This design comes from an exercise in tuning for small area on the open sky130 flow, not from production work. The RTL was checked by simulation tests, not by an equivalence proof against the original design. No activity file was given, so power comes from the tool's default toggle rates.

$ cat constraint.sdc
create_clock -name core_clock -period 10.0 [get_ports {clk}]
set_input_delay 2.0000 -clock core_clock [delete_from_list [all_inputs] [get_ports {clk}]]
set_output_delay 2.0000 -clock core_clock [all_outputs]
set_load 0.01 [all_outputs]
$ cat standard.sh
#!/bin/bash
# synth_recipe.tcl (not shown) runs the flow's synth.tcl, then flattens the netlist and writes it again
# the make line also repeats each setting of config.mk as NAME=value (left out here)
make -C /OpenROAD-flow-scripts/flow DESIGN_CONFIG=/design/flow/config.mk WORK_HOME=/design/flow/orfs CLKGATE_MAP_FILE= SYNTH_SCRIPT=/design/flow/synth_recipe.tcl "${@:-finish}"
$ cat flow/area.abc
&get -n
&st
&deepsyn -T 60
&dch
&nf -R 1000
&put
topo
dnsize -c
$ cat config.mk
export PLATFORM = sky130hd
export DESIGN_NAME = uart_core
export DESIGN_NICKNAME = uart_core
export VERILOG_FILES = /design/flow/design.v
export SDC_FILE = /design/flow/constraint.sdc
export NUM_CORES = 4
export LEC_CHECK = 0
export ABC_AREA = 1
export CAP_MARGIN = 20
export CORE_MARGIN = 2
export CORE_UTILIZATION = 40
export CTS_BUF_LIST = sky130_fd_sc_hd__clkbuf_16
export CTS_CLUSTER_DIAMETER = 100
export CTS_CLUSTER_SIZE = 30
export PLACE_DENSITY = 0.92
export SLEW_MARGIN = 20
$ cat flow/run.sh
#!/bin/bash
# Own layout flow: the standard synthesis, then the combinational logic of its netlist
# re-mapped by ABC with an area-oriented script (registers and full adders untouched, so
# every register keeps its name and cell), then the standard layout steps, with the port
# buffers made from the smallest buffer cell. Each tool's output goes to a log file here.
set -euo pipefail
W=$PWD
R=$W/orfs/results/$FLOW_PLATFORM/uart_core/base
LIB=$FLOW_HOME/platforms/$FLOW_PLATFORM/lib/sky130_fd_sc_hd__tt_025C_1v80.lib
YOSYS=$(command -v yosys || echo "$FLOW_HOME/../tools/install/yosys/bin/yosys")

bash standard.sh synth > "$W/log_1_standard_synth.txt" 2>&1

mkdir -p "$W/reabc"
python3 flow/split_lib.py "$LIB" "$W/reabc" > "$W/log_2_split_lib.txt" 2>&1
cp "$R/1_2_yosys.v" "$W/reabc/standard_1_2_yosys.v"
cat > "$W/reabc/reabc.ys" <<YS
read_liberty -lib $W/reabc/keep.lib
read_liberty -ignore_miss_func $W/reabc/comb.lib
read_verilog $W/reabc/standard_1_2_yosys.v
hierarchy -check -top $FLOW_TOP
flatten
opt_clean
abc -liberty $LIB $(for c in sky130_fd_sc_hd__probe_p_8 sky130_fd_sc_hd__probec_p_8 '*lpflow*'; do printf -- '-dont_use %s ' "$c"; done) -script $W/flow/area.abc
read_liberty -lib -ignore_redef $LIB
opt_clean -purge
hilomap -singleton -hicell sky130_fd_sc_hd__conb_1 HI -locell sky130_fd_sc_hd__conb_1 LO
splitnets
opt_clean -purge
insbuf -buf sky130_fd_sc_hd__buf_4 A X
check -assert
stat -liberty $LIB
write_verilog -noattr -nohex -nodec $W/reabc/1_2_yosys.v
YS
"$YOSYS" -s "$W/reabc/reabc.ys" > "$W/log_3_reabc.txt" 2>&1
cp "$W/reabc/1_2_yosys.v" "$R/1_2_yosys.v"

CTS="-sink_clustering_enable -repair_clock_nets -sink_clustering_size 30 -sink_clustering_max_diameter 100"
CTS="$CTS -buf_list sky130_fd_sc_hd__clkbuf_16 -root_buf sky130_fd_sc_hd__clkbuf_8 -tree_buf sky130_fd_sc_hd__clkbuf_8 -dont_use_dummy_load"
bash standard.sh BUFFER_PORTS_ARGS="-buffer_cell sky130_fd_sc_hd__buf_1" CTS_ARGS="$CTS" finish > "$W/log_4_standard_layout.txt" 2>&1
$ cat flow/split_lib.py
#!/usr/bin/env python3
"""Split the platform liberty into keep.lib (sequential cells and full adders: left as
they are) and comb.lib (other cells: read with their functions so ABC can re-map them)."""
import re, sys
src, out = sys.argv[1], sys.argv[2]
txt = open(src).read()
idx = [m.start() for m in re.finditer(r'\n\s*cell\s*\(', txt)]
head = txt[:idx[0]]
cells = []
for i, s in enumerate(idx):
    e = idx[i + 1] if i + 1 < len(idx) else txt.rfind('}')
    cells.append(txt[s:e])
def name(c):
    return re.search(r'cell\s*\(\s*"?(\w+)', c).group(1)
def keep(c):
    return re.search(r'\b(ff|latch|statetable)\s*\(', c) or re.search(r'__fa_\d', name(c))
open(out + '/keep.lib', 'w').write(head + ''.join(c for c in cells if keep(c)) + '\n}\n')
open(out + '/comb.lib', 'w').write(head + ''.join(c for c in cells if not keep(c)) + '\n}\n')
$ cat design.v
`default_nettype none
package uart_pkg;
  localparam logic [1:0] UART_PARITY_NONE = 2'd0;
  localparam logic [1:0] UART_PARITY_EVEN = 2'd1;
  localparam logic [1:0] UART_PARITY_ODD  = 2'd2;
  localparam logic [1:0] UART_PARITY_RSVD = 2'd3;
  localparam logic [1:0] UART_STOP_1     = 2'd0;
  localparam logic [1:0] UART_STOP_2     = 2'd1;
  localparam logic [1:0] UART_STOP_RSVD0 = 2'd2;
  localparam logic [1:0] UART_STOP_RSVD1 = 2'd3;
  localparam logic [1:0] UART_DATA_5 = 2'd0;
  localparam logic [1:0] UART_DATA_6 = 2'd1;
  localparam logic [1:0] UART_DATA_7 = 2'd2;
  localparam logic [1:0] UART_DATA_8 = 2'd3;
endpackage
`default_nettype none
module uart_core (
    input wire clk,
    input wire rst_n,
    input  wire uart_rx_i,
    output wire uart_tx_o,
    input  wire uart_cts_i,
    output wire uart_rts_o,
    input wire        cfg_enable,
    input wire        cfg_rx_enable,
    input wire        cfg_tx_enable,
    input wire [31:0] cfg_baud_inc,
    input wire [ 1:0] cfg_parity_mode,
    input wire [ 1:0] cfg_stop_bits,
    input wire [ 1:0] cfg_data_bits,
    input wire        cfg_hw_flow_enable,
    input wire        ctrl_rx_fifo_clear,
    input wire        ctrl_tx_fifo_clear,
    input  wire       tx_byte_valid,
    output wire       tx_byte_ready,
    input  wire [7:0] tx_byte_data,
    output wire       rx_byte_valid,
    input  wire       rx_byte_ready,
    output wire [7:0] rx_byte_data,
    output wire rx_byte_frame_error,
    output wire rx_byte_parity_error,
    output wire rx_byte_break_detect,
    output wire [4:0] rx_fifo_level,
    output wire [4:0] tx_fifo_level,
    output wire rx_fifo_empty,
    output wire rx_fifo_full,
    output wire tx_fifo_empty,
    output wire tx_fifo_full,
    output wire rx_busy,
    output wire tx_busy,
    output wire cts_active,
    output wire rts_active,
    output wire cts_blocked,
    output wire event_rx_overrun,
    output wire event_rx_frame_error,
    output wire event_rx_parity_error,
    output wire event_rx_break_detect,
    output wire event_tx_done
);
  logic [31:0] acc_q;
  logic [ 3:0] os_cnt_q;
  logic        ot_q;   
  logic        bt_q;   
  logic [16:0] acc_c;    
  logic [32:16] acc_d;   
  logic [32:16] acc_k;   
  logic [31:16] acc_x;   
  logic [31:0] acc_s;
  logic        acc_co;
  logic        nco_run;
  assign nco_run  = rst_n & cfg_enable;
  assign acc_c[0] = 1'b0;
  for (genvar i = 0; i < 16; i++) begin : g_lo
    assign acc_s[i]   = acc_q[i] ^ cfg_baud_inc[i] ^ acc_c[i];
    assign acc_c[i+1] = (acc_q[i] & cfg_baud_inc[i]) | (acc_c[i] & (acc_q[i] ^ cfg_baud_inc[i]));
  end
  assign acc_d[16] = 1'b0;
  assign acc_k[16] = 1'b1;
  for (genvar i = 16; i < 32; i++) begin : g_hi
    assign acc_x[i]   = acc_q[i] ^ cfg_baud_inc[i] ^ acc_d[i];
    assign acc_d[i+1] = (acc_q[i] & cfg_baud_inc[i]) | (acc_d[i] & (acc_q[i] ^ cfg_baud_inc[i]));
    assign acc_k[i+1] = acc_k[i] & acc_x[i];
    assign acc_s[i]   = acc_x[i] ^ (acc_c[16] & acc_k[i]);
  end
  assign acc_co = acc_d[32] | (acc_c[16] & acc_k[32]);
  assign bt_q = ot_q && (os_cnt_q == 4'd0);
  always_ff @(posedge clk) begin
    acc_q <= nco_run ? acc_s : 32'd0;
    ot_q  <= nco_run & acc_co;
    if (!nco_run) os_cnt_q <= 4'd0;
    else if (acc_co) os_cnt_q <= os_cnt_q + 4'd1;
  end
  logic [2:0] rx_sync_q;
  logic [2:0] cts_sync_q;
  logic       rx;
  always_ff @(posedge clk) begin
    if (!rst_n) begin
      rx_sync_q  <= 3'b111;
      cts_sync_q <= 3'b000;
    end else begin
      rx_sync_q  <= {rx_sync_q[1:0], uart_rx_i};
      cts_sync_q <= {cts_sync_q[1:0], uart_cts_i};
    end
  end
  assign rx = rx_sync_q[2];
  localparam logic [2:0] R_IDLE = 3'd0, R_IDLEV = 3'd1, R_START = 3'd2, R_DATA = 3'd3,
                         R_PAR = 3'd4, R_STOP = 3'd5, R_DONE = 3'd6;
  logic [2:0] r_st_q;
  logic [3:0] r_cnt_q;
  logic [2:0] r_bi_q;
  logic [1:0] r_nd_q;     
  logic       r_ns_q;     
  logic       r_pen_q;    
  logic       r_podd_q;   
  logic [7:0] r_data_q;
  logic       r_fe_q;
  logic       r_pe_q;
  logic       r_armed_q;
  logic       r_idle;
  logic       r_valid;
  logic       r_brk;
  logic       r_full_tick;
  logic [7:0] r_data_shift;
  assign r_idle      = (r_st_q == R_IDLE) || (r_st_q == R_IDLEV);
  assign r_valid     = (r_st_q == R_IDLEV);
  assign r_full_tick = ot_q && (r_cnt_q == 4'd15);
  assign r_brk       = r_fe_q && (r_data_q == 8'd0);
  for (genvar j = 0; j < 8; j++) begin : g_rsh
    if (j < 4) begin : g_lo
      assign r_data_shift[j] = r_data_q[j+1];
    end else if (j < 7) begin : g_mid
      assign r_data_shift[j] = (r_nd_q == 2'(j - 4)) ? rx : r_data_q[j+1];
    end else begin : g_top
      assign r_data_shift[j] = (r_nd_q == 2'd3) ? rx : 1'b0;
    end
  end
  always_ff @(posedge clk) begin
    if (!rst_n) begin
      r_st_q    <= R_IDLE;
      r_armed_q <= 1'b1;
    end else begin
      case (r_st_q)
        R_IDLE, R_IDLEV: begin
          r_cnt_q <= 4'd8;   
          r_bi_q  <= 3'd0;
          r_st_q  <= R_IDLE;
          if (rx) begin
            r_armed_q <= 1'b1;
          end else if (r_armed_q) begin
            r_armed_q <= 1'b0;
            if (cfg_enable && cfg_rx_enable) begin
              r_st_q   <= R_START;
              r_nd_q   <= cfg_data_bits;
              r_ns_q   <= (cfg_stop_bits == 2'd1);
              r_pen_q  <= cfg_parity_mode[0] ^ cfg_parity_mode[1];
              r_podd_q <= cfg_parity_mode[1];
            end
          end
        end
        R_START: begin
          if (ot_q) r_cnt_q <= r_cnt_q + 4'd1;
          if (r_full_tick) r_st_q <= rx ? R_IDLE : R_DATA;
        end
        R_DATA: begin
          if (ot_q) r_cnt_q <= r_cnt_q + 4'd1;
          if (r_full_tick) begin
            r_data_q <= r_data_shift;
            r_pe_q   <= r_pen_q & (((r_bi_q == 3'd0) ? r_podd_q : r_pe_q) ^ rx);
            if (r_bi_q == {1'b1, r_nd_q}) begin
              r_bi_q <= 3'd0;
              r_st_q <= r_pen_q ? R_PAR : R_STOP;
            end else begin
              r_bi_q <= r_bi_q + 3'd1;
            end
          end
        end
        R_PAR: begin
          if (ot_q) r_cnt_q <= r_cnt_q + 4'd1;
          if (r_full_tick) begin
            r_pe_q <= r_pe_q ^ rx;
            r_st_q <= R_STOP;
          end
        end
        R_STOP: begin
          if (ot_q) r_cnt_q <= r_cnt_q + 4'd1;
          if (r_full_tick) begin
            r_fe_q <= !rx || (r_bi_q[0] && r_fe_q);
            if (r_bi_q[0] == r_ns_q) r_st_q <= R_DONE;
            else r_bi_q[0] <= 1'b1;
          end
        end
        R_DONE: begin
          r_st_q <= R_IDLEV;
        end
        default: begin
          r_st_q <= R_IDLE;
        end
      endcase
    end
  end
  logic [9:0] ring_q [0:15];
  logic [3:0] r_head_q;
  logic       r_pend_q;
  logic [4:0] r_lev_q;
  logic [9:0] r_din;
  logic [9:0] r_dout;
  logic       r_empty;
  logic       r_full;
  logic       r_pop;
  logic       r_push_ready;
  logic       r_push;
  logic [3:0] r_tail_pos;
  logic       r_wr;
  assign r_din        = {r_pe_q, r_fe_q, r_data_q};
  assign r_empty      = (r_lev_q == 5'd0);
  assign r_full       = r_lev_q[4];
  assign r_pop        = !r_empty && rx_byte_ready;
  assign r_push_ready = !r_full || r_pop;
  assign r_push       = r_valid && !ctrl_rx_fifo_clear && r_push_ready;
  assign r_tail_pos   = r_head_q - r_lev_q[3:0] + 4'd1;
  assign r_wr         = r_pend_q && (r_tail_pos == 4'd15);
  assign r_dout       = (r_pend_q && (r_lev_q == 5'd1)) ? r_din : ring_q[r_head_q];
  always_ff @(posedge clk) begin
    ring_q[0] <= r_wr ? r_din : ring_q[15];
    for (int k = 1; k < 16; k++) ring_q[k] <= ring_q[k-1];
    r_head_q <= r_head_q + {3'd0, !r_pop};
  end
  always_ff @(posedge clk) begin
    if (!rst_n) begin
      r_pend_q <= 1'b0;
      r_lev_q  <= 5'd0;
    end else begin
      if (r_push) r_pend_q <= 1'b1;
      else if (r_wr) r_pend_q <= 1'b0;
      if (ctrl_rx_fifo_clear) r_lev_q <= 5'd0;
      else if (r_push && !r_pop) r_lev_q <= r_lev_q + 5'd1;
      else if (r_pop && !r_push) r_lev_q <= r_lev_q - 5'd1;
    end
  end
  assign rx_byte_valid        = !r_empty;
  assign rx_byte_data         = r_dout[7:0];
  assign rx_byte_frame_error  = r_dout[8];
  assign rx_byte_parity_error = r_dout[9];
  assign rx_byte_break_detect = r_dout[8] && (r_dout[7:0] == 8'd0);
  assign rx_fifo_level        = r_lev_q;
  assign rx_fifo_empty        = r_empty;
  assign rx_fifo_full         = r_full;
  assign event_rx_overrun     = r_valid && !ctrl_rx_fifo_clear && !r_push_ready;
  assign event_rx_frame_error = r_valid && r_fe_q;
  assign event_rx_parity_error = r_valid && r_pe_q;
  assign event_rx_break_detect = r_valid && r_brk;
  assign rx_busy              = !r_idle;
  logic [7:0] tm_q [0:15];
  logic [4:0] t_lev_q;
  logic       t_empty;
  logic       t_full;
  logic       t_push_ready;
  logic       t_push;
  logic [7:0] t_head;
  logic [7:0] t_by_lev [0:15];   
  logic       tx_start;
  assign t_empty      = (t_lev_q == 5'd0);
  assign t_full       = t_lev_q[4];
  assign t_push_ready = !t_full || tx_start;
  assign t_push       = tx_byte_valid && !ctrl_tx_fifo_clear && t_push_ready;
  for (genvar k = 0; k < 16; k++) begin : g_tsel
    assign t_by_lev[k] = tm_q[(k + 15) % 16];
  end
  assign t_head       = t_by_lev[t_lev_q[3:0]];
  always_ff @(posedge clk) begin
    if (t_push) begin
      tm_q[0] <= tx_byte_data;
      for (int k = 1; k < 16; k++) tm_q[k] <= tm_q[k-1];
    end
  end
  always_ff @(posedge clk) begin
    if (!rst_n || ctrl_tx_fifo_clear) t_lev_q <= 5'd0;
    else if (t_push && !tx_start) t_lev_q <= t_lev_q + 5'd1;
    else if (tx_start && !t_push) t_lev_q <= t_lev_q - 5'd1;
  end
  assign tx_byte_ready = t_push_ready && !ctrl_tx_fifo_clear;
  assign tx_fifo_level = t_lev_q;
  assign tx_fifo_empty = t_empty;
  assign tx_fifo_full  = t_full;
  localparam logic [2:0] T_IDLE = 3'd0, T_IDLED = 3'd1, T_START = 3'd2, T_DATA = 3'd3,
                         T_PAR = 3'd4, T_STOP = 3'd5;
  logic [2:0] t_st_q;
  logic [7:0] t_data_q;
  logic [2:0] t_bi_q;
  logic [1:0] t_nd_q;
  logic       t_ns_q;
  logic       t_pen_q;
  logic       t_par_q;
  logic       t_idle;
  logic       t_bit;
  logic       launch_wanted;
  logic       cts_ok;
  assign t_idle = (t_st_q == T_IDLE) || (t_st_q == T_IDLED);
  assign t_bit  = t_data_q[t_bi_q];
  always_ff @(posedge clk) begin
    if (!rst_n) begin
      t_st_q <= T_IDLE;
    end else begin
      case (t_st_q)
        T_IDLE, T_IDLED: begin
          t_bi_q <= 3'd0;
          t_st_q <= T_IDLE;
          if (tx_start) begin
            t_st_q   <= T_START;
            t_data_q <= t_head;
            t_nd_q   <= cfg_data_bits;
            t_ns_q   <= (cfg_stop_bits == 2'd1);
            t_pen_q  <= cfg_parity_mode[0] ^ cfg_parity_mode[1];
            t_par_q  <= cfg_parity_mode[1];
          end
        end
        T_START: begin
          if (bt_q) t_st_q <= T_DATA;
        end
        T_DATA: begin
          if (bt_q) begin
            t_par_q <= t_par_q ^ t_bit;
            if (t_bi_q == {1'b1, t_nd_q}) begin
              t_bi_q <= 3'd0;
              t_st_q <= t_pen_q ? T_PAR : T_STOP;
            end else begin
              t_bi_q <= t_bi_q + 3'd1;
            end
          end
        end
        T_PAR: begin
          if (bt_q) t_st_q <= T_STOP;
        end
        T_STOP: begin
          if (bt_q) begin
            if (t_bi_q[0] == t_ns_q) t_st_q <= T_IDLED;
            else t_bi_q[0] <= 1'b1;
          end
        end
        default: begin
          t_st_q <= T_IDLE;
        end
      endcase
    end
  end
  assign uart_tx_o     = (t_st_q == T_START) ? 1'b0 :
                         (t_st_q == T_DATA)  ? t_bit :
                         (t_st_q == T_PAR)   ? t_par_q : 1'b1;
  assign tx_busy       = !t_idle;
  assign event_tx_done = (t_st_q == T_IDLED);
  logic rts_q;
  assign cts_ok        = !cts_sync_q[2];
  assign launch_wanted = cfg_enable && cfg_tx_enable && !t_empty && t_idle;
  assign tx_start      = launch_wanted && (!cfg_hw_flow_enable || cts_ok) && bt_q;
  always_ff @(posedge clk) begin
    if (!rst_n) rts_q <= 1'b1;
    else if (!cfg_enable || !cfg_rx_enable) rts_q <= 1'b0;
    else if (!cfg_hw_flow_enable) rts_q <= 1'b1;
    else if (rts_q && (r_lev_q >= 5'd14)) rts_q <= 1'b0;
    else if (!rts_q && (r_lev_q <= 5'd8)) rts_q <= 1'b1;
  end
  assign cts_active  = !cfg_hw_flow_enable || cts_ok;
  assign cts_blocked = cfg_hw_flow_enable && launch_wanted && !cts_ok;
  assign rts_active  = cfg_hw_flow_enable ? rts_q : (cfg_enable && cfg_rx_enable);
  assign uart_rts_o  = !rts_active;
endmodule
==> results of run 1 <==
layout by cell type (no fill, tap or decap), types with 9 or more instances in the layout:
cell type  instances
xnor2_1           15
and3_1            31
a222oi_1          36
a22o_1            14
clkinv_1          47
a22oi_1           47
edfxtp_1         166
buf_1             96
a21oi_1           31
a221oi_1          17
dfxtp_1          226
o21ai_0           24
nor2_1            87
clkbuf_16         14
nand2b_1          29
nor2b_1           12
nand2_1           68
mux2_1            13
nor4_1             9
nand3_1           22
nand4_1           13
buf_4             13
nor3_1            26
fa_1              32
o22ai_1           12
flip-flops by register name, indices dropped and copies added (netlist names), 2 cells and up:
register    flops
cts_sync_q      3
t_st_q          3
t_lev_q         5
rx_sync_q       3
ring_q        160
os_cnt_q        4
tm_q          128
r_data_q        8
t_bi_q          3
r_lev_q         5
r_cnt_q         4
r_bi_q          3
t_nd_q          2
r_nd_q          2
acc_q          32
t_data_q        8
r_st_q          3
r_head_q        4
per-layer routing:
layer	routed length (um)	vias up	share of wire	global-route usage
met5	13	-	0.00041	0
met4	1028	2	0.032	0.06202
met3	2952	81	0.093	0.03533
met2	15380	470	0.49	0.2931
met1	12280	4456	0.39	0.2176
li1	-	4133	-	-
worst max-delay path, delay by kind of cell:
kind / cells / cell delay (ns)
and+or+nand+nor: 15 / 2.28
buffers and inverters: 2 / 0.15
adders and majority gates: 15 / 5.57
report_power, final:
group / internal (W) / total (W) / switching [W]
Combinational: 0.0000973 / 0.000307 / 0.000210
Clock: 0.000279 / 0.000730 / 0.000451
Sequential: 0.00171 / 0.00176 / 0.0000480
Total: 0.00209 / 0.00280 / 0.000709
stage by stage:
stage	hold slack [ns]	setup TNS, ns	util	instance area [sq um]
floorplan	0.3298	0	-	13940
finish	0.3371	0	0.4429	15260
detailed placement	0.3362	-0.1564	0.4316	14870
global route	0.3387	0	0.4429	15260
CTS	0.3355	0	0.4429	15260
global placement	0.3317	0	0.4316	14870
path summary, 6_finish.rpt:
| kind | end | slack [ns] |
|---|---|---|
| worst max-delay path | os_cnt_q[3]$_SDFFE_PN0P_ | 0.49 |
| worst min-delay path | ring_q[9][1]$_DFF_P_ | 0.34 |
| worst max register to register | os_cnt_q[3]$_SDFFE_PN0P_ | 1.74 |
| worst min register to register | ring_q[9][1]$_DFF_P_ | 0.34 |
area by class of cell:
class / instances / area, sq um
fillers: 3029 / 19200
well taps: 455 / 569.3
flip-flops and latches: 392 / 9509
repair buffers: 109 / 457.9
clock buffers: 17 / 391.6
inverters: 48 / 182.7
multi-input cells: 600 / 4151
==> summary.txt, run 1 <==
Avg Cell Area, Syn=13.18 sq um; Critical Path RT=approximately 10 ns; Final Setup Violations=0; area delta synth->final=9.477%; CP max stage delay=0.43 ns; post-route ant nets=0; Fmax=about 110 MHz; number of I/O port buffers=between 90 and 100; Syn Nets=roughly 1,100; Diodes inserted=0; Mapped Area=around 14,000 sq um; row count=68; final WL=between 30,000 and 40,000 um; start point of the critical path=cfg_baud_inc[0]; Clock Tree Buf Depth=3; clk sink count=just under 400; slowest CP cell=fa_1; Critical R2R Launch=acc_q[0]$_SDFF_PN0_; vias per cell=about 5.6; post-route setup slack=roughly 0.5 ns; Top Ports=between 90 and 100; placed wire-length estimate=about 22,000 um; Peak VDD IR=approximately 170 uV; crit start category=input port; worst hold start=ring_q[8][1]$_DFF_P_; Rel. slew slack=0.2208; post-route clock skew=about 0.065 ns; WL/cell=~20 um; gr ovfl total=0; Yosys warnings=4; # resized after CTS=0; Detailed Routing Iterations Pass 1=6; die width=190.7 um; CTS hold repair buffers=0; vias in the first global route=between 9,000 and 10,000; CP Capture Type=register; Core Box Area=~34,000 sq um; cell repeated most along the worst path=fa_1; Clock Tree Root=clkbuf_8; initial core utilization=0.4046; overall global routing resource usage=0.1723; P_leak=roughly 5.2 nW; Setup Buffers After CTS=0; post-layout power=between 0.002 and 0.003 W; Period Utilization, post-route=0.9510; measured slew at the worst slew-check pin=1.162 ns; Setup Slack @ Placement=-0.1186 ns; die area=36,360 sq um; Worst EP arrival=between 9 and 10 ns; final period demand of the worst path=~9.5 ns; Clock transition at path regs=about 0.10 ns; Hold Fails Final Rpt=0; PwrDens=~180 nW/um^2; R2R cell count=31; drt initial violations=1,046; routability cong.=0.8649; clock buffer count from CTS=17; CP Class=input port to register; number of max-cap violations=0; H-tree Lvls=1; Layout Nets=1,258; Worst-Skew Late Latency=roughly 0.60 ns; first-pass GRT wire length=49,490 um; CTS tree=done; Residual DRC=0; Cells after DPL=1,604; die height=190.7 um; largest net degree at the start of global routing=84; Crit Path Max Fanout=5; Mapped Cells=1,058; share of layout cells above drive strength 1=0.03259; outcome=no timing/DRC/antenna violations; Slew Viols, Final=0; vias=between 9,000 and 10,000; initial antenna violation count=1; worst hold path class=register to register; unrepaired setup endpoints after global routing=false; final non-filler cell total=~1,600; worst hold path stage count=0
==> run 2, diff against run 1 <==
--- a/flow/run.sh
+++ b/flow/run.sh
@@ -37,4 +37,4 @@
 
 CTS="-sink_clustering_enable -repair_clock_nets -sink_clustering_size 30 -sink_clustering_max_diameter 100"
-CTS="$CTS -buf_list sky130_fd_sc_hd__clkbuf_16 -root_buf sky130_fd_sc_hd__clkbuf_8 -tree_buf sky130_fd_sc_hd__clkbuf_8 -dont_use_dummy_load"
+CTS="$CTS -buf_list sky130_fd_sc_hd__clkbuf_16 -dont_use_dummy_load"
 bash standard.sh BUFFER_PORTS_ARGS="-buffer_cell sky130_fd_sc_hd__buf_1" CTS_ARGS="$CTS" finish > "$W/log_4_standard_layout.txt" 2>&1
--- a/config.mk
+++ b/config.mk
@@ -13,4 +13,4 @@
 export CTS_CLUSTER_DIAMETER = 100
 export CTS_CLUSTER_SIZE = 30
-export PLACE_DENSITY = 0.92
+export PLACE_DENSITY = 0.8
 export SLEW_MARGIN = 20
==> run 2 against run 1 <==
Effect of this change:
- die area unchanged
- worst setup slack worse by 0.055 ns
- power increased by 1.2%
- largest cell class unchanged
- highest routed layer is now met4
==> summary.txt, run 2 <==
outcome=no timing/DRC/antenna violations (unchanged); post-route ant nets=0 (unchanged); Clock Tree Buf Depth=3 (unchanged); Detailed Routing Iterations Pass 1=7 (was 6); stages on the worst setup path=32 (unchanged); start point of the critical path=cfg_baud_inc[0] (unchanged); WL/cell=19.06 um (was 19.53 um); worst r2r dst=os_cnt_q[3]$_SDFFE_PN0P_ (unchanged); drt initial violations=1,038 (was 1,046); post-route clock skew=0.05402 ns (was 0.06517 ns); # resized after CTS=0 (unchanged); worst hold path class=register to register (unchanged); initial antenna violation count=0 (was 1); measured slew at the worst slew-check pin=1.213 ns (was 1.162 ns); largest net degree at the start of global routing=76 (was 84); Critical Path RT=10.43 ns (was 10.48 ns); Mapped Cells=1,058 (unchanged); Core Box Area=34,460 sq um (unchanged); Period Utilization, post-route=0.9565 (was 0.9510); Layout Utilization=0.4430 (was 0.4429); Clock transition at path regs=0.11 ns (was 0.10 ns); Residual DRC=0 (unchanged); vias=8,993 (was 9,142); vias per cell=5.562 (was 5.640); Avg Cell Area, Syn=13.18 sq um (unchanged); initial core utilization=0.4046 (unchanged); crit start category=input port (unchanged); gr ovfl total=0 (unchanged); Buf/Inv on CP=2 (unchanged); Layout Nets=1,254 (was 1,258); first-pass GRT wire length=48,490 um (was 49,490 um); Worst EP arrival=9.99 ns (about the same); share of layout cells above drive strength 1=0.02926 (was 0.03259); die area=36,360 sq um (unchanged); clk sink count=392 (unchanged); CTS hold repair buffers=0 (unchanged); delay-heaviest family, CP=adder cells (unchanged); Diodes inserted=0 (unchanged); row count=68 (unchanged); critical path endpoint=os_cnt_q[3]$_SDFFE_PN0P_ (unchanged); Rel. slew slack=0.1885 (was 0.2208); Largest regs=ring_q: 160 flops, tm_q: 128 flops, acc_q: 32 flops (unchanged); cell repeated most along the worst path=fa_1 (unchanged); commonest non-fill, non-tap cell in the layout=dfxtp_1 (unchanged); Fmax=104.5 MHz (was 105.2 MHz); Hold Fails Final Rpt=0 (unchanged); area delta synth->final=9.505% (was 9.477%); Yosys warnings=4 (unchanged); dpl cell area=14,840 sq um (was 14,870 sq um); Peak VDD IR=130.0 uV (was 170.7 uV); final period demand of the worst path=9.565 ns (was 9.510 ns); clock buffer count from CTS=17 (unchanged); Mapped Area=13,940 sq um (unchanged); Biggest register=ring_q (unchanged); Worst-Skew Late Latency=0.52 ns (was 0.60 ns); slowest CP cell=fa_1 (unchanged); WHS=0.3133 ns (was 0.3371 ns); placed wire-length estimate=20,560 um (was 21,860 um); die width=190.7 um (unchanged); Final Setup Violations=0 (unchanged); Design Area, Final=15,270 sq um (was 15,260 sq um); Largest register FFs=160 (unchanged); PwrDens=185.5 nW/um^2 (was 183.3 nW/um^2); Top Ports=97 (unchanged); vias in the first global route=8,928 (was 9,237); unrepaired setup endpoints after global routing=false (unchanged); Setup TNS Final=0 ns (unchanged); Setup Buffers After CTS=0 (unchanged); final WL=30,820 um (was 31,660 um); Clock Tree Root=clkbuf_16 (was clkbuf_8); Critical R2R Launch=acc_q[0]$_SDFF_PN0_ (unchanged); post-layout power=0.002831 W (was 0.002797 W); number of max-cap violations=0 (unchanged); number of I/O port buffers=96 (unchanged); P_leak=5.215 nW (was 5.223 nW); overall global routing resource usage=0.1681 (was 0.1723); CTS tree=done (unchanged); Syn Nets=1,148 (unchanged); H-tree Lvls=1 (unchanged); commonest non-fill, non-tap cells in the layout=226 x dfxtp_1, 166 x edfxtp_1, 96 x buf_1 (unchanged); CP Capture Type=register (unchanged); FF-to-FF setup slack=1.70 ns (was 1.74 ns); die height=190.7 um (unchanged); R2R cell count=31 (unchanged); Crit Path Max Fanout=5 (unchanged); Slew Viols, Final=0 (unchanged); CP Class=input port to register (unchanged); CP max stage delay=0.44 ns (was 0.43 ns); routability cong.=0.8417 (was 0.8649)
[run 2: cell count changes in the layout (fill, tap and decap cells not counted)]
| cell | delta |
|---|---|
| o21ai_1 | +1 |
| or2_1 | -1 |
| clkbuf_16 | +3 |
| o21ai_0 | -1 |
| buf_4 | -4 |
| clkbuf_8 | -3 |
| or2_0 | +1 |
[run 2: area by class of cell]
type                       count  area, sq um
clock buffer                  17        425.4
fill                        3050        19190
inverter                      48        182.7
multi-input combinational    600         4151
sequential                   392         9509
tap                          455        569.3
timing repair buffer         105        427.9
[run 2: report_power, final]
| group | total (W) | internal (W) | switching (W) |
|---|---|---|---|
| Clock | 0.000768 | 0.000309 | 0.000460 |
| Combinational | 0.000303 | 0.0000933 | 0.000209 |
| Sequential | 0.00176 | 0.00171 | 0.0000484 |
| Total | 0.00283 | 0.00211 | 0.000717 |
[run 2: layer usage]
metal / share of wire / vias up / track usage / wire [um]
met5: 0 / - / 0 / 0
met1: 0.41 / 4397 / 0.2216 / 12570
met3: 0.079 / 53 / 0.02264 / 2425
met4: 0.024 / 0 / 0.04651 / 737
met2: 0.49 / 423 / 0.2903 / 15090
li1: - / 4120 / - / -
[run 2: how the worst min path moves through the flow]
stage                            endpoint                  start  slack (ns)  depth (start not counted)
global placement     ring_q[5][7]$_DFF_P_   ring_q[4][7]$_DFF_P_        0.33                          0
floorplan           ring_q[11][2]$_DFF_P_  ring_q[10][2]$_DFF_P_        0.33                          0
detailed placement   ring_q[2][9]$_DFF_P_   ring_q[1][9]$_DFF_P_        0.34                          0
CTS                 ring_q[12][9]$_DFF_P_  ring_q[11][9]$_DFF_P_        0.32                          0
global route        ring_q[12][9]$_DFF_P_  ring_q[11][9]$_DFF_P_        0.32                          0
finish               ring_q[5][9]$_DFF_P_   ring_q[4][9]$_DFF_P_        0.31                          0
[run 2: worst reg2reg max path: cells and delay by family, from the launching register on]
family / cells / cell delay [ns]
adder cells (fa/ha/maj): 15 / 5.63
AND/OR/NAND/NOR: 15 / 2.22
flip-flops: 1 / 0.33
buffers and inverters: 1 / 0.06
[run 2: metrics by stage]
stage / setup WS (ns) / std cells
finish: 0.4350 / 1617
detailed placement: -0.01191 / 1600
global route: 0.04327 / 1617
CTS: 0.4934 / 1617
global placement: 0.3487 / 1600
floorplan: 0.5186 / 1058
==> run 3, diff against run 2 <==
--- a/config.mk
+++ b/config.mk
@@ -13,4 +13,3 @@
 export CTS_CLUSTER_DIAMETER = 100
 export CTS_CLUSTER_SIZE = 30
-export PLACE_DENSITY = 0.8
 export SLEW_MARGIN = 20
==> run 3 against run 2 <==
Effect of this change:
- largest power group unchanged
- still clean
- largest cell class unchanged
- sequential share of layout area decreased by 0.33 points
- highest routed layer unchanged
- first-iteration DRC count decreased by 29%
- critical path depth unchanged
- synthesized cell count unchanged
- non-clock buffer count increased by 13
- sequential power about the same
- worst hold slack improved by 0.019 ns
==> summary.txt, run 3 <==
outcome=no timing/DRC/antenna violations (unchanged); CP Class=input port to register (unchanged); Setup Slack @ Placement=-0.07855 ns (was -0.01191 ns); post-route clock skew=0.02985 ns (was 0.05402 ns); row count=68 (unchanged); drt initial violations=738 (was 1,038); area delta synth->final=10.08% (was 9.505%); Worst EP arrival=9.94 ns (was 9.99 ns); CTS tree=done (unchanged); met1 Track Usage GR=0.2350 (was 0.2216); Core Box Area=34,460 sq um (unchanged); clk sink count=392 (unchanged); Mapped Area=13,940 sq um (unchanged); commonest non-fill, non-tap cells in the layout=226 x dfxtp_1, 166 x edfxtp_1, 96 x buf_1 (unchanged); placed wire-length estimate=20,310 um (was 20,560 um); GRT met3 Usage=0.02282 (was 0.02264); CP max stage delay=0.46 ns (was 0.44 ns); Mapped Cells=1,058 (unchanged); share of layout cells above drive strength 1=0.03745 (was 0.02926); Biggest register=ring_q (unchanged); slowest CP cell=fa_1 (unchanged); Design Area, Final=15,350 sq um (was 15,270 sq um); gr ovfl total=0 (unchanged); Diodes inserted=0 (unchanged); Setup Buffers After CTS=0 (unchanged); routability cong.=0.7778 (was 0.8417); die area=36,360 sq um (unchanged); Clock Tree Buf Depth=3 (unchanged); Hold Fails Final Rpt=0 (unchanged); grt peak-use layer=met2 (unchanged); PwrDens=185.4 nW/um^2 (was 185.5 nW/um^2); Avg Cell Area, Syn=13.18 sq um (unchanged); commonest non-fill, non-tap cell in the layout=dfxtp_1 (unchanged); vias per cell=5.390 (was 5.562); H-tree Lvls=1 (unchanged); met2 Use GR=0.2771 (was 0.2903); overall global routing resource usage=0.1695 (was 0.1681); Largest register FFs=160 (unchanged); cell repeated most along the worst path=fa_1 (unchanged); final period demand of the worst path=9.501 ns (was 9.565 ns); number of I/O port buffers=96 (unchanged); vias=8,785 (was 8,993); Residual DRC=0 (unchanged); final WL=30,690 um (was 30,820 um); Peak VDD IR=141.3 uV (was 130.0 uV); unrepaired setup endpoints after global routing=false (unchanged); initial core utilization=0.4046 (unchanged); post-route setup slack=0.4995 ns (was 0.4350 ns); initial antenna violation count=0 (unchanged); Detailed Routing Iterations Pass 1=6 (was 7); Final Setup Violations=0 (unchanged); largest net degree at the start of global routing=66 (was 76); clock buffer count from CTS=17 (unchanged); Worst-Skew Late Latency=0.53 ns (was 0.52 ns); vias in the first global route=8,655 (was 8,928); dpl cell area=14,920 sq um (was 14,840 sq um); P_leak=5.284 nW (was 5.215 nW); Crit Path Max Fanout=5 (unchanged); measured slew at the worst slew-check pin=1.154 ns (was 1.213 ns); Yosys warnings=4 (unchanged); Top Ports=97 (unchanged); die height=190.7 um (unchanged); Slew Viols, Final=0 (unchanged); Period Utilization, post-route=0.9501 (was 0.9565); final non-filler cell total=1,630 (was 1,617); first-pass GRT wire length=48,330 um (was 48,490 um); Clock Tree Root=clkbuf_16 (unchanged); number of max-cap violations=0 (unchanged); Syn Nets=1,148 (unchanged); Layout Nets=1,267 (was 1,254); WL/cell=18.83 um (was 19.06 um); Clock transition at path regs=0.11 ns (about the same); worst hold path class=register to register (unchanged); Fmax=105.3 MHz (was 104.5 MHz); Critical Path RT=10.44 ns (was 10.43 ns); Cells after DPL=1,613 (was 1,600); CP Capture Type=register (unchanged); crit start category=input port (unchanged); Rel. slew slack=0.2279 (was 0.1885); die width=190.7 um (unchanged); Layout Utilization=0.4454 (was 0.4430); Largest regs=ring_q: 160 flops, tm_q: 128 flops, acc_q: 32 flops (unchanged); post-route ant nets=0 (unchanged)
==> run 3: cell count changes in the layout (fill, tap and decap cells not counted) <==
| cell | delta |
|---|---|
| nor2_1 | -1 |
| nor3_2 | -4 |
| or2_0 | -1 |
| buf_4 | +13 |
| nor2_2 | +1 |
| or2_1 | +1 |
| nor3_1 | +4 |
==> run 3: layer usage <==
metal  wire length [um]  share of wire
met1              13590           0.44
met2              14300           0.47
met3               1957          0.064
met4                838          0.027
met5                  0              0
==> run 3: timing repair <==
action | in CTS | in global routing
gates resized for setup | 0 | 1
endpoints found under the setup margin | 0 | 1
hold buffers | 0 | 0
==> run 3: report_power, final <==
group / switching, W / internal [W] / leakage, nW / total (W)
combinational: 0.000212 / 0.000107 / 1.69 / 0.000319
clock: 0.000463 / 0.000309 / 0.209 / 0.000771
sequential: 0.0000441 / 0.00171 / 3.38 / 0.00176
==> run 3: worst paths after layout <==
kind	startpoint	endpoint	cells after the start	slack [ns]
setup reg to reg	acc_q[0]$_SDFF_PN0_	os_cnt_q[3]$_SDFFE_PN0P_	31	1.78
hold / removal	ring_q[1][7]$_DFF_P_	ring_q[2][7]$_DFF_P_	0	0.33
hold reg to reg	ring_q[1][7]$_DFF_P_	ring_q[2][7]$_DFF_P_	0	0.33
setup / recovery	cfg_baud_inc[0]	os_cnt_q[3]$_SDFFE_PN0P_	32	0.50
==> run 3: critical path: cells and delay by family <==
kind                       cells  cell delay [ns]
and+or+nand+nor               15             2.20
buffers and inverters          2             0.15
adders and majority gates     15             5.56
==> run 3: stage by stage <==
stage	power, W	hold WS [ns]	setup TNS [ns]
after floorplan	0.001972	0.3298	0
after global routing	0.002959	0.3480	0
final	0.002846	0.3326	0
after detailed placement	0.002109	0.3369	-0.1033
after global placement	0.002103	0.3318	0
after CTS	0.002872	0.3366	0
==> run 3: layout make-up <==
class,instances,area (sq um)
tap,455,569.3
inverter,48,182.7
timing repair buffer,118,525.5
fill,3185,19110
sequential,392,9509
multi-input combinational,600,4134
clock buffer,17,425.4
==> run 4, diff against run 3 <==
--- a/flow/run.sh
+++ b/flow/run.sh
@@ -3,5 +3,7 @@
 # re-mapped by ABC with an area-oriented script (registers and full adders untouched, so
 # every register keeps its name and cell), then the standard layout steps, with the port
-# buffers made from the smallest buffer cell. Each tool's output goes to a log file here.
+# buffers made from the smallest buffer cell and a clock tree of clkbuf_16 leaves (clusters of at
+# most 30 registers), clkbuf_8 root and tree buffers and no dummy loads. Each tool's output goes to
+# a log file here.
 set -euo pipefail
 W=$PWD
@@ -37,4 +39,4 @@
 
 CTS="-sink_clustering_enable -repair_clock_nets -sink_clustering_size 30 -sink_clustering_max_diameter 100"
-CTS="$CTS -buf_list sky130_fd_sc_hd__clkbuf_16 -dont_use_dummy_load"
+CTS="$CTS -buf_list sky130_fd_sc_hd__clkbuf_16 -root_buf sky130_fd_sc_hd__clkbuf_8 -tree_buf sky130_fd_sc_hd__clkbuf_8 -dont_use_dummy_load"
 bash standard.sh BUFFER_PORTS_ARGS="-buffer_cell sky130_fd_sc_hd__buf_1" CTS_ARGS="$CTS" finish > "$W/log_4_standard_layout.txt" 2>&1
--- a/config.mk
+++ b/config.mk
@@ -9,7 +9,8 @@
 export CAP_MARGIN = 20
 export CORE_MARGIN = 2
-export CORE_UTILIZATION = 40
+export CORE_UTILIZATION = 55
 export CTS_BUF_LIST = sky130_fd_sc_hd__clkbuf_16
 export CTS_CLUSTER_DIAMETER = 100
 export CTS_CLUSTER_SIZE = 30
+export PLACE_DENSITY = 0.8
 export SLEW_MARGIN = 20
==> run 4 against run 3 <==
Effect of this change:
- clock skew up 0.044 ns
- combinational power about the same
- synthesized cell count unchanged
- sequential power about the same
- register-to-register slack worse by 0.10 ns
- global-route usage up 5.7 points
- final cell count down 7.8%
- worst setup slack worse by 0.015 ns
- power down 1.5%
- sequential cell count unchanged
==> summary.txt, run 4 <==
drt initial violations=1,077 (was 738); final non-filler cell total=1,503 (was 1,630); initial core utilization=0.5568 (was 0.4046); commonest non-fill, non-tap cell in the layout=dfxtp_1 (unchanged); FF-to-FF setup slack=1.68 ns (was 1.78 ns); Layout Nets=1,264 (was 1,267); placed wire-length estimate=19,730 um (was 20,310 um); cell repeated most along the worst path=fa_1 (unchanged); first-pass GRT wire length=47,390 um (was 48,330 um); Clock transition at path regs=0.11 ns (about the same); Avg Cell Area, Syn=13.18 sq um (unchanged); Clock Tree Root=clkbuf_8 (was clkbuf_16); Mapped Cells=1,058 (unchanged); R2R cell count=31 (unchanged); Setup Buffers After CTS=0 (unchanged); largest net degree at the start of global routing=87 (was 66); start point of the critical path=cfg_baud_inc[0] (unchanged); initial antenna violation count=1 (was 0); Largest register FFs=160 (unchanged); Crit Path Max Fanout=5 (unchanged); vias=9,006 (was 8,785); # fillers=1,939 (was 3,185); number of max-cap violations=0 (unchanged); PwrDens=185.2 nW/um^2 (was 185.4 nW/um^2); CTS tree=done (unchanged); commonest non-fill, non-tap cells in the layout=226 x dfxtp_1, 166 x edfxtp_1, 96 x buf_1 (unchanged); Critical R2R Launch=acc_q[0]$_SDFF_PN0_ (unchanged); final WL=29,950 um (was 30,690 um); Clock Tree Buf Depth=3 (unchanged); delay-heaviest family, CP=adder cells (unchanged); area delta synth->final=8.571% (was 10.08%); Largest regs=ring_q: 160 flops, tm_q: 128 flops, acc_q: 32 flops (unchanged); worst r2r dst=os_cnt_q[3]$_SDFFE_PN0P_ (unchanged); Slew Viols, Final=0 (unchanged); Min-Delay Endpoint=ring_q[4][4]$_DFF_P_ (was ring_q[2][7]$_DFF_P_); Critical Path RT=10.47 ns (was 10.44 ns); Peak VDD IR=167.3 uV (was 141.3 uV); clock buffer count from CTS=17 (unchanged); P_leak=5.252 nW (was 5.284 nW); vias per cell=5.992 (was 5.390); Fmax=105.1 MHz (was 105.3 MHz); Core Box Area=25,040 sq um (was 34,460 sq um); CP Capture Type=register (unchanged); die width=163.2 um (was 190.7 um); CTS hold repair buffers=0 (unchanged); share of layout cells above drive strength 1=0.03498 (was 0.03745); Period Utilization, post-route=0.9516 (was 0.9501); post-route ant nets=0 (unchanged); gr ovfl total=0 (unchanged); overall global routing resource usage=0.2268 (was 0.1695); CP Class=input port to register (unchanged); Worst EP arrival=9.99 ns (was 9.94 ns); outcome=no timing/DRC/antenna violations (unchanged); final period demand of the worst path=9.516 ns (was 9.501 ns); worst hold path class=register to register (unchanged); Detailed Routing Iterations Pass 1=8 (was 6); crit start category=input port (unchanged); H-tree Lvls=1 (unchanged); die height=163.2 um (was 190.7 um); number of I/O port buffers=96 (unchanged); Mapped Area=13,940 sq um (unchanged); Buf/Inv on CP=2 (unchanged); unrepaired setup endpoints after global routing=false (unchanged); post-layout power=0.002803 W (was 0.002846 W); clk sink count=392 (unchanged); slowest CP cell=fa_1 (unchanged); Top Ports=97 (unchanged); Cells after DPL=1,485 (was 1,613); Worst-Skew Late Latency=0.58 ns (was 0.53 ns); row count=58 (was 68); die area=26,640 sq um (was 36,360 sq um); Residual DRC=0 (unchanged); Biggest register=ring_q (unchanged); Hold Fails Final Rpt=0 (unchanged); CP max stage delay=0.43 ns (was 0.46 ns); Syn Nets=1,148 (unchanged); Rel. slew slack=0.1778 (was 0.2279); worst hold path stage count=0 (unchanged); measured slew at the worst slew-check pin=1.229 ns (was 1.154 ns); Final Setup Violations=0 (unchanged); routability cong.=0.8486 (was 0.7778); Yosys warnings=4 (unchanged); WL/cell=19.93 um (was 18.83 um); vias in the first global route=8,893 (was 8,655); worst hold start=ring_q[3][4]$_DFF_P_ (was ring_q[1][7]$_DFF_P_); post-route clock skew=0.07404 ns (was 0.02985 ns)
==> run 4: metal layers <==
| metal | vias up | track usage | share of wire |
|---|---|---|---|
| li1 | 4155 | - | - |
| met1 | 4412 | 0.3124 | 0.41 |
| met2 | 369 | 0.3709 | 0.48 |
| met3 | 70 | 0.03657 | 0.082 |
| met4 | 0 | 0.07281 | 0.031 |
| met5 | - | 0 | 0 |
==> run 4: how the worst max path moves through the flow <==
stage	endpoint	slack [ns]	depth (start not counted)
global placement	os_cnt_q[3]$_SDFFE_PN0P_	0.22	32
global route	os_cnt_q[3]$_SDFFE_PN0P_	0.02	32
CTS	os_cnt_q[3]$_SDFFE_PN0P_	0.47	32
finish	os_cnt_q[3]$_SDFFE_PN0P_	0.48	32
detailed placement	os_cnt_q[3]$_SDFFE_PN0P_	-0.11	32
floorplan	os_cnt_q[3]$_SDFFE_PN0P_	0.52	31
==> run 4: area by class of cell <==
cell class | count | area, sq um | share of cell area
inverter | 48 | 182.7 | 0.01207
tap | 330 | 412.9 | 0.02728
clock buffer | 17 | 391.6 | 0.02587
timing repair buffer | 115 | 503.0 | 0.03323
multi-input combinational | 600 | 4134 | 0.2731
antenna | 1 | 2.502 | 0.0001653
sequential | 392 | 9509 | 0.6283
==> run 4: through the flow <==
stage          hold slack [ns]  utilization  setup WS [ns]  TNS (ns)  area (sq um)
6_report                0.3481       0.6045         0.4840         0         15140
5_1_grt                 0.3564       0.6044        0.01805         0         15130
4_1_cts                 0.3462       0.6043         0.4715         0         15130
3_5_place_dp            0.3369       0.5887        -0.1146   -0.1943         14740
3_3_place_gp            0.3329       0.5887         0.2194         0         14740
2_1_floorplan           0.3298            -         0.5186         0         13940
==> run 4: what timing repair did <==
action,in CTS,in global routing
endpoints found under the setup margin,0,2
hold endpoints to repair,0,0
resized for setup,0,1
==> run 4: power breakdown <==
part	internal (W)	switching (W)
logic	0.000107	0.000213
clock network	0.000279	0.000447
registers	0.00171	0.0000454
==> run 5, diff against run 4 <==
--- a/config.mk
+++ b/config.mk
@@ -9,5 +9,5 @@
 export CAP_MARGIN = 20
 export CORE_MARGIN = 2
-export CORE_UTILIZATION = 55
+export CORE_UTILIZATION = 30
 export CTS_BUF_LIST = sky130_fd_sc_hd__clkbuf_16
 export CTS_CLUSTER_DIAMETER = 100
==> run 5 against run 4 <==
Effect of this change:
- combinational power fell by 5%
- routed wire length rose by 6.3%
- via count up 0.52%
- sequential power about the same
- synthesized cell count stayed put
- largest power group unchanged
- die area is 81% higher
- power is essentially flat
- worst setup slack improved by 0.075 ns
- global-route usage is 9.6 points lower
- fmax increased by 0.80%
- clock power up 2%
==> summary.txt, run 5 <==
commonest non-fill, non-tap cell in the layout=dfxtp_1 (unchanged); PwrDens=181.5 nW/um^2 (was 185.2 nW/um^2); clk sink count=392 (unchanged); placed wire-length estimate=21,520 um (was 19,730 um); Rel. slew slack=0.2468 (was 0.1778); Clock Tree Buf Depth=3 (unchanged); die area=48,210 sq um (was 26,640 sq um); CTS tree=done (unchanged); unrepaired setup endpoints after global routing=false (unchanged); post-layout power=0.002804 W (was 0.002803 W); number of max-cap violations=0 (unchanged); Biggest register=ring_q (unchanged); Final Setup Violations=0 (unchanged); Detailed Routing Iterations Pass 1=6 (was 8); WHS=0.3534 ns (was 0.3481 ns); Clock Tree Root=clkbuf_8 (unchanged); vias in the first global route=8,980 (was 8,893); die width=219.6 um (was 163.2 um); row count=78 (was 58); measured slew at the worst slew-check pin=1.126 ns (was 1.229 ns); Avg Cell Area, Syn=13.18 sq um (unchanged); Crit Path Max Fanout=5 (unchanged); WL/cell=18.03 um (was 19.93 um); Worst EP arrival=9.99 ns (about the same); overall global routing resource usage=0.1310 (was 0.2268); share of layout cells above drive strength 1=0.03259 (was 0.03498); crit start category=input port (unchanged); Syn Nets=1,148 (unchanged); Residual DRC=0 (unchanged); Diodes inserted=0 (was 1); Setup Buffers After CTS=0 (unchanged); Slew Viols, Final=0 (unchanged); Peak VDD IR=139.2 uV (was 167.3 uV); # resized after CTS=0 (unchanged); cell repeated most along the worst path=fa_1 (unchanged); clock buffer count from CTS=17 (unchanged); gr ovfl total=0 (unchanged); Layout Nets=1,258 (was 1,264); Fmax=105.9 MHz (was 105.1 MHz); routability cong.=0.8558 (was 0.8486); outcome=no timing/DRC/antenna violations (unchanged); worst hold path class=register to register (unchanged); post-route ant nets=0 (unchanged); number of I/O port buffers=96 (unchanged); CP Class=input port to register (unchanged); vias per cell=5.126 (was 5.992); Top Ports=97 (unchanged); Largest register FFs=160 (unchanged); final WL=31,840 um (was 29,950 um); die height=219.6 um (was 163.2 um); Mapped Area=13,940 sq um (unchanged); Clock transition at path regs=0.12 ns (was 0.11 ns); Hold Fails Final Rpt=0 (unchanged); post-route clock skew=0.1016 ns (was 0.07404 ns); commonest non-fill, non-tap cells in the layout=226 x dfxtp_1, 166 x edfxtp_1, 96 x buf_1 (unchanged); vias=9,053 (was 9,006); first-pass GRT wire length=49,800 um (was 47,390 um); initial antenna violation count=2 (was 1); drt initial violations=1,073 (was 1,077); Largest regs=ring_q: 160 flops, tm_q: 128 flops, acc_q: 32 flops (unchanged); Yosys warnings=4 (unchanged); Buf/Inv on CP=2 (unchanged); Setup TNS Final=0 ns (unchanged); CP max stage delay=0.43 ns (about the same); Mapped Cells=1,058 (unchanged); largest net degree at the start of global routing=66 (was 87); Period Utilization, post-route=0.9441 (was 0.9516); slowest CP cell=fa_1 (unchanged); area delta synth->final=10.78% (was 8.571%); CTS hold repair buffers=0 (unchanged); Critical Path RT=10.55 ns (was 10.47 ns); final period demand of the worst path=9.441 ns (was 9.516 ns); P_leak=5.222 nW (was 5.252 nW); H-tree Lvls=1 (unchanged); CP Capture Type=register (unchanged); Worst-Skew Late Latency=0.62 ns (was 0.58 ns); Core Box Area=45,580 sq um (was 25,040 sq um); initial core utilization=0.3059 (was 0.5568); delay-heaviest family, CP=adder cells (unchanged)
[run 5: area by class of cell]
type / instances / area (sq um)
multi-input cells: 600 / 4151
fillers: 4402 / 30130
repair buffers: 109 / 457.9
flip-flops and latches: 392 / 9509
clock buffers: 17 / 391.6
inverters: 48 / 182.7
well taps: 600 / 750.7
[run 5: where the power goes]
group	leakage (nW)	switching [W]	internal, W	total, W
sequential	3.38	0.0000487	0.00171	0.00176
clock	0.194	0.000457	0.000280	0.000737
combinational	1.65	0.000210	0.0000959	0.000306
total	5.22	0.000716	0.00209	0.00280
[run 5: path summary, 6_finish.rpt]
| check | to | start | depth (start not counted) | slack, ns |
|---|---|---|---|---|
| max reg2reg | os_cnt_q[3]$_SDFFE_PN0P_ | acc_q[0]$_SDFF_PN0_ | 31 | 1.78 |
| min | ring_q[1][6]$_DFF_P_ | ring_q[0][6]$_DFF_P_ | 0 | 0.35 |
| max | os_cnt_q[3]$_SDFFE_PN0P_ | cfg_baud_inc[0] | 32 | 0.56 |
| min reg2reg | ring_q[1][6]$_DFF_P_ | ring_q[0][6]$_DFF_P_ | 0 | 0.35 |
[run 5: layer usage]
metal / global-route usage / vias up / share of wire / routed length [um]
li1: - / 4145 / - / -
met1: 0.1756 / 4449 / 0.42 / 13520
met2: 0.2146 / 394 / 0.47 / 14890
met3: 0.02719 / 65 / 0.083 / 2633
met4: 0.03647 / 0 / 0.025 / 792
met5: 0 / - / 0 / 0
[run 5: stage by stage]
stage                     utilization  instance area (sq um)  worst slack, ns  instances
after floorplan                     -                  13940           0.5186       1058
after global placement         0.3303                  15050           0.3288       1749
after detailed placement       0.3303                  15050        -0.003206       1749
after CTS                      0.3389                  15440           0.6191       1766
after global routing           0.3389                  15440           0.1364       1766
final                          0.3389                  15440           0.5592       1766
==> run 6, diff against run 5 <==
--- a/config.mk
+++ b/config.mk
@@ -9,5 +9,5 @@
 export CAP_MARGIN = 20
 export CORE_MARGIN = 2
-export CORE_UTILIZATION = 30
+export CORE_UTILIZATION = 40
 export CTS_BUF_LIST = sky130_fd_sc_hd__clkbuf_16
 export CTS_CLUSTER_DIAMETER = 100
==> run 6 against run 5 <==
Effect of this change:
- die area down 25%
- highest routed layer unchanged
- clock skew shrank 0.032 ns
- combinational power shrank 1%
- critical endpoint unchanged
- clock-buffer cell count stayed put
- synthesized area unchanged
- still clean
- clock power about the same
- synthesized cell count is the same
- global-route usage is 3.7 points higher
==> summary.txt, run 6 <==
CTS tree=done (unchanged); number of max-cap violations=0 (unchanged); placed wire-length estimate=20,560 um (was 21,520 um); Yosys warnings=4 (unchanged); Clock transition at path regs=0.11 ns (was 0.12 ns); initial antenna violation count=0 (was 2); slowest CP cell=fa_1 (unchanged); Mapped Area=13,940 sq um (unchanged); Clock Tree Root=clkbuf_8 (unchanged); overall global routing resource usage=0.1681 (was 0.1310); commonest non-fill, non-tap cell in the layout=dfxtp_1 (unchanged); clock buffer count from CTS=17 (unchanged); commonest non-fill, non-tap cells in the layout=226 x dfxtp_1, 166 x edfxtp_1, 96 x buf_1 (unchanged); CP Class=input port to register (unchanged); unrepaired setup endpoints after global routing=false (unchanged); Diodes inserted=0 (unchanged); Peak VDD IR=129.8 uV (was 139.2 uV); Setup Slack @ Placement=-0.01191 ns (was -0.003206 ns); number of I/O port buffers=96 (unchanged); gr ovfl total=0 (unchanged); PwrDens=183.7 nW/um^2 (was 181.5 nW/um^2); H-tree Lvls=1 (unchanged); Largest regs=ring_q: 160 flops, tm_q: 128 flops, acc_q: 32 flops (unchanged); row count=68 (was 78); final WL=30,650 um (was 31,840 um); Largest register FFs=160 (unchanged); Slew Viols, Final=0 (unchanged); Setup Buffers After CTS=0 (unchanged); WL/cell=18.96 um (was 18.03 um); post-route clock skew=0.07009 ns (was 0.1016 ns); P_sw=0.0007136 W (was 0.0007163 W); clock share of power=0.263 (about the same); Layout Nets=1,254 (was 1,258); Flop pwr share=0.629 (was 0.628); Hold Fails Final Rpt=0 (unchanged); vias in the first global route=8,939 (was 8,980); post-route setup slack=0.4967 ns (was 0.5592 ns); Period Utilization, post-route=0.9503 (was 0.9441); Setup TNS Final=0 ns (unchanged); die area=36,360 sq um (was 48,210 sq um); cell repeated most along the worst path=fa_1 (unchanged); Biggest register=ring_q (unchanged); CTS hold repair buffers=0 (unchanged); Worst EP arrival=9.98 ns (was 9.99 ns); Syn Nets=1,148 (unchanged); Critical Path RT=10.48 ns (was 10.55 ns); CP Capture Type=register (unchanged); Design Area, Final=15,230 sq um (was 15,440 sq um); die height=190.7 um (was 219.6 um); largest net degree at the start of global routing=76 (was 66); P_leak=5.200 nW (was 5.222 nW); dpl cell area=14,840 sq um (was 15,050 sq um); crit start category=input port (unchanged); Fmax=105.2 MHz (was 105.9 MHz); Layout Utilization=0.4420 (was 0.3389); clk sink count=392 (unchanged); vias=8,943 (was 9,053); Worst-Skew Late Latency=0.59 ns (was 0.62 ns); Avg Cell Area, Syn=13.18 sq um (unchanged); share of layout cells above drive strength 1=0.02926 (was 0.03259); CP max stage delay=0.44 ns (was 0.43 ns); vias per cell=5.531 (was 5.126); Mapped Cells=1,058 (unchanged); Top Ports=97 (unchanged); Internal=0.002085 W (was 0.002087 W); Crit Path Max Fanout=5 (unchanged); first-pass GRT wire length=48,460 um (was 49,800 um); final period demand of the worst path=9.503 ns (was 9.441 ns); worst hold path class=register to register (unchanged); Comb pwr share=0.108 (was 0.109); area delta synth->final=9.262% (was 10.78%); # resized after CTS=0 (unchanged); Rel. slew slack=0.1893 (was 0.2468); Residual DRC=0 (unchanged); measured slew at the worst slew-check pin=1.212 ns (was 1.126 ns); post-route ant nets=0 (unchanged); routability cong.=0.8417 (was 0.8558); WHS=0.3133 ns (was 0.3534 ns); Clock Tree Buf Depth=3 (unchanged); die width=190.7 um (was 219.6 um); drt initial violations=1,137 (was 1,073); outcome=no timing/DRC/antenna violations (unchanged); Detailed Routing Iterations Pass 1=8 (was 6); switch share=0.2550 (was 0.2555); initial core utilization=0.4046 (was 0.3059); Final Setup Violations=0 (unchanged); Core Box Area=34,460 sq um (was 45,580 sq um)
[run 6: stage by stage]
stage          cells  power [W]
2_1_floorplan   1058   0.001972
3_3_place_gp    1600   0.002077
3_5_place_dp    1600   0.002092
4_1_cts         1617   0.002808
5_1_grt         1617   0.002897
6_report        1617   0.002798
[run 6: power groups by stage]
stage	logic, W	registers, W	clock network (W)
6_report	0.000302	0.00176	0.000736
2_1_floorplan	0.000192	0.00178	0
5_1_grt	0.000326	0.00177	0.000802
3_3_place_gp	0.000284	0.00179	0
4_1_cts	0.000298	0.00176	0.000749
3_5_place_dp	0.000296	0.00180	0
[run 6: layer usage]
| metal | wire length (um) | track usage | vias to the layer above |
|---|---|---|---|
| met5 | 0 | 0 | - |
| met4 | 710 | 0.04651 | 0 |
| met3 | 2190 | 0.02300 | 50 |
| met2 | 15190 | 0.2903 | 373 |
| met1 | 12560 | 0.2214 | 4400 |
| li1 | - | - | 4120 |
[run 6: final timing paths]
kind                         from                       end  cells after the start  slack [ns]
max               cfg_baud_inc[0]  os_cnt_q[3]$_SDFFE_PN0P_                     32        0.50
min reg2reg  ring_q[4][9]$_DFF_P_      ring_q[5][9]$_DFF_P_                      0        0.31
max reg2reg   acc_q[0]$_SDFF_PN0_  os_cnt_q[3]$_SDFFE_PN0P_                     31        1.71
min          ring_q[4][9]$_DFF_P_      ring_q[5][9]$_DFF_P_                      0        0.31
[run 6: area by class of cell]
cell class,instances,area [sq um]
sequential,392,9509
multi-input combinational,600,4151
clock buffer,17,391.6
timing repair buffer,105,427.9
tap,455,569.3
fill,3051,19230
inverter,48,182.7
[run 6: worst max-delay path: cells and delay by family]
family,cells,cell delay [ns]
and+or+nand+nor,15,2.21
buffers and inverters,2,0.14
adders and majority gates,15,5.63
==> run 7, diff against run 6 <==
==> flow/area.abc (replaced) <==
&get -n
&st
&deepsyn -J 200
&dch
&nf -R 1000
&put
topo
dnsize -c
--- a/flow/split_lib.py
+++ b/flow/split_lib.py
@@ -14,5 +14,5 @@
     return re.search(r'cell\s*\(\s*"?(\w+)', c).group(1)
 def keep(c):
-    return re.search(r'\b(ff|latch|statetable)\s*\(', c) or re.search(r'__fa_\d', name(c))
+    return re.search(r'\b(ff|latch|statetable)\s*\(', c)
 open(out + '/keep.lib', 'w').write(head + ''.join(c for c in cells if keep(c)) + '\n}\n')
 open(out + '/comb.lib', 'w').write(head + ''.join(c for c in cells if not keep(c)) + '\n}\n')
==> run 7 against run 6 <==
Effect of this change:
- the layout now fails its checks (setup timing)
- global-route usage decreased by 0.29 points
- final cell count increased by 3.0%
- worst setup slack got worse by 1.7 ns
- die area decreased by 1.1%
==> summary.txt, run 7 <==
Buf/Inv on CP=1 (was 2); slowest CP cell=maj3_2 (was fa_1); Comb pwr share=0.126 (was 0.108); Crit Path Max Fanout=4 (was 5); Syn Nets=1,124 (was 1,148); Cells after DPL=1,621 (was 1,600); placed wire-length estimate=20,630 um (was 20,560 um); largest net degree at the start of global routing=71 (was 76); first-pass GRT wire length=47,780 um (was 48,460 um); clock buffer count from CTS=17 (unchanged); die height=189.6 um (was 190.7 um); Final Setup Violations=8 (was 0); Clock Tree Buf Depth=3 (unchanged); share of layout cells above drive strength 1=0.09934 (was 0.02926); Mapped Area=13,780 sq um (was 13,940 sq um); GRT met3 Usage=0.02417 (was 0.02300); area delta synth->final=12.65% (was 9.262%); grt peak-use layer=met2 (unchanged); Fmax=89.19 MHz (was 105.2 MHz); final WL=30,900 um (was 30,650 um); Flop pwr share=0.616 (was 0.629); CTS tree=done (unchanged); Worst-Skew Late Latency=0.60 ns (was 0.59 ns); Detailed Routing Iterations Pass 1=5 (was 8); Worst EP arrival=11.74 ns (was 9.98 ns); clk sink count=392 (unchanged); CTS hold repair buffers=0 (unchanged); CP Class=input port to register (unchanged); Avg Cell Area, Syn=12.93 sq um (was 13.18 sq um); unrepaired setup endpoints after global routing=true (was false); Internal=0.002110 W (was 0.002085 W); CP max stage delay=0.33 ns (was 0.44 ns); crit start category=input port (unchanged); Mapped Cells=1,066 (was 1,058); gr ovfl total=0 (unchanged); H-tree Lvls=1 (unchanged); Largest register FFs=160 (unchanged); vias=9,274 (was 8,943); Rel. slew slack=0.1828 (was 0.1893); Critical R2R Launch=acc_q[0]$_SDFF_PN0_ (unchanged); initial core utilization=0.4089 (was 0.4046); row count=67 (was 68); final non-filler cell total=1,666 (was 1,617); Critical Path RT=10.53 ns (was 10.48 ns); Layout Utilization=0.4606 (was 0.4420); delay-heaviest family, CP=adder cells (unchanged); vias in the first global route=9,016 (was 8,939); Yosys warnings=4 (unchanged); Hold Fails Final Rpt=0 (unchanged); P_sw=0.0007371 W (was 0.0007136 W); worst hold start=ring_q[10][7]$_DFF_P_ (was ring_q[4][9]$_DFF_P_); Residual DRC=0 (unchanged); CP Capture Type=register (unchanged); die area=35,950 sq um (was 36,360 sq um); Violated Checks=setup timing; Period Utilization, post-route=1.121 (was 0.9503); met1 Track Usage GR=0.2095 (was 0.2214); Layout Nets=1,278 (was 1,254); commonest non-fill, non-tap cell in the layout=dfxtp_1 (unchanged); vias per cell=5.567 (was 5.531); Clock Tree Root=clkbuf_8 (unchanged); clock share of power=0.258 (was 0.263); WHS=0.3207 ns (was 0.3133 ns); post-route ant nets=0 (unchanged); met2 Use GR=0.2942 (was 0.2903); number of max-cap violations=0 (unchanged); post-route clock skew=0.07030 ns (was 0.07009 ns); Top Ports=97 (unchanged); final period demand of the worst path=11.21 ns (was 9.503 ns); footprint of the multi-input gates=4203 sq um (was 4151 sq um); routability cong.=0.8779 (was 0.8417); worst hold path class=register to register (unchanged); PwrDens=183.4 nW/um^2 (was 183.7 nW/um^2); commonest non-fill, non-tap cells in the layout=226 x dfxtp_1, 166 x edfxtp_1, 94 x buf_1 (was 226 x dfxtp_1, 166 x edfxtp_1, 96 x buf_1); Core Box Area=33,700 sq um (was 34,460 sq um); WL/cell=18.55 um (was 18.96 um); Biggest register=ring_q (unchanged); Sequential Area=9509 sq um (unchanged); Slew Viols, Final=0 (unchanged); measured slew at the worst slew-check pin=1.221 ns (was 1.212 ns); Clock transition at path regs=0.11 ns (about the same); Setup Slack @ Placement=-1.933 ns (was -0.01191 ns); post-layout power=0.002848 W (was 0.002798 W); cell repeated most along the worst path=maj3_2 (was fa_1); initial antenna violation count=0 (unchanged); P_leak=5.493 nW (was 5.200 nW); drt initial violations=1,164 (was 1,137); number of I/O port buffers=96 (unchanged); post-route setup slack=-1.212 ns (was 0.4967 ns); Peak VDD IR=135.8 uV (was 129.8 uV); outcome=complete, but fails checks (was no timing/DRC/antenna violations); die width=189.6 um (was 190.7 um); switch share=0.2589 (was 0.2550); Largest regs=ring_q: 160 flops, tm_q: 128 flops, acc_q: 32 flops (unchanged); start point of the critical path=cfg_baud_inc[3] (was cfg_baud_inc[0]); Diodes inserted=0 (unchanged); # fillers=3,000 (was 3,051); overall global routing resource usage=0.1652 (was 0.1681)
-- run 7: changes by cell type in the layout (fill, tap and decap cells not counted), sizes merged, moves of 17 or more --
cell	previous run	this run
and3	31	11
fa	32	0
clkinv	47	9
o21ai	24	49
a21oi	31	48
maj3	0	26
buf	105	153
xor2	8	38
-- run 7: path summary, 6_finish.rpt --
kind                                                 end  slack (ns)  depth (start not counted)
worst min-delay path               ring_q[11][7]$_DFF_P_        0.32                          0
worst min register to register     ring_q[11][7]$_DFF_P_        0.32                          0
worst max register to register  os_cnt_q[3]$_SDFFE_PN0P_       -0.03                         37
worst max-delay path            os_cnt_q[3]$_SDFFE_PN0P_       -1.21                         36
-- run 7: per-stage QoR --
stage	TNS [ns]	cell area, sq um
after CTS	-6.478	15370
after global routing	-9.200	15520
final	-7.389	15520
after floorplan	-9.018	13830
after detailed placement	-13.13	14830
after global placement	-10.83	14830
-- run 7: power groups by stage --
stage | sequential (W) | clock (W) | combinational (W)
final | 0.00176 | 0.000734 | 0.000358
after global routing | 0.00176 | 0.000800 | 0.000382
after CTS | 0.00175 | 0.000745 | 0.000341
after detailed placement | 0.00179 | 0 | 0.000330
after global placement | 0.00179 | 0 | 0.000321
after floorplan | 0.00178 | 0 | 0.000223
-- run 7: per-layer routing --
layer,part of all wire,wire length [um],up-vias
li1,-,-,4335
met5,0,0,-
met3,0.064,1970,66
met4,0.027,832,0
met1,0.41,12590,4503
met2,0.50,15500,370
-- run 7: final cells by class --
cell class / count / area share
repair buffers: 153 / 0.05272
multi-input cells: 646 / 0.2708
clock buffers: 17 / 0.02523
well taps: 448 / 0.03611
flip-flops and latches: 392 / 0.6126
inverters: 10 / 0.002579
-- run 7: timing repair --
item / CTS / global route
endpoints found under the setup margin: 8 / 9
pin swaps: 27 / 19
resized for setup: 11 / 17
buffers inserted: 16 / 12

-- static timing again, ports no longer ideal --
The results above use ideal ports. As a check the final layouts listed here were re-extracted and re-timed, cells and wires unchanged. Step 1, drivers: a clkbuf_16 drives clk and a buf_2 each remaining input, both assumed. Step 2 times the ports against the registers' clock, not the clock port: input delays grow and output delays shrink by t, the midpoint of the rising clock arrivals with the driver on. a / b / c = ideal ports / drivers / drivers and shift; a / b = the first two.
| run | shift t [ns] | setup WS [ns] |
|---|---|---|
| run 1 | 0.605 | 0.490 / 0.500 / -0.104 |
| run 2 | 0.545 | 0.435 / 0.461 / -0.084 |
| run 3 | 0.556 | 0.499 / 0.526 / -0.031 |
| run 4 | 0.590 | 0.484 / 0.502 / -0.088 |
| run 5 | 0.611 | 0.559 / 0.584 / -0.027 |
| run 6 | 0.601 | 0.497 / 0.518 / -0.083 |
| run 7 | 0.599 | -1.212 / -1.194 / -1.793 |
With both steps, setup timing fails in 6 of these runs, where it was met with ideal ports.
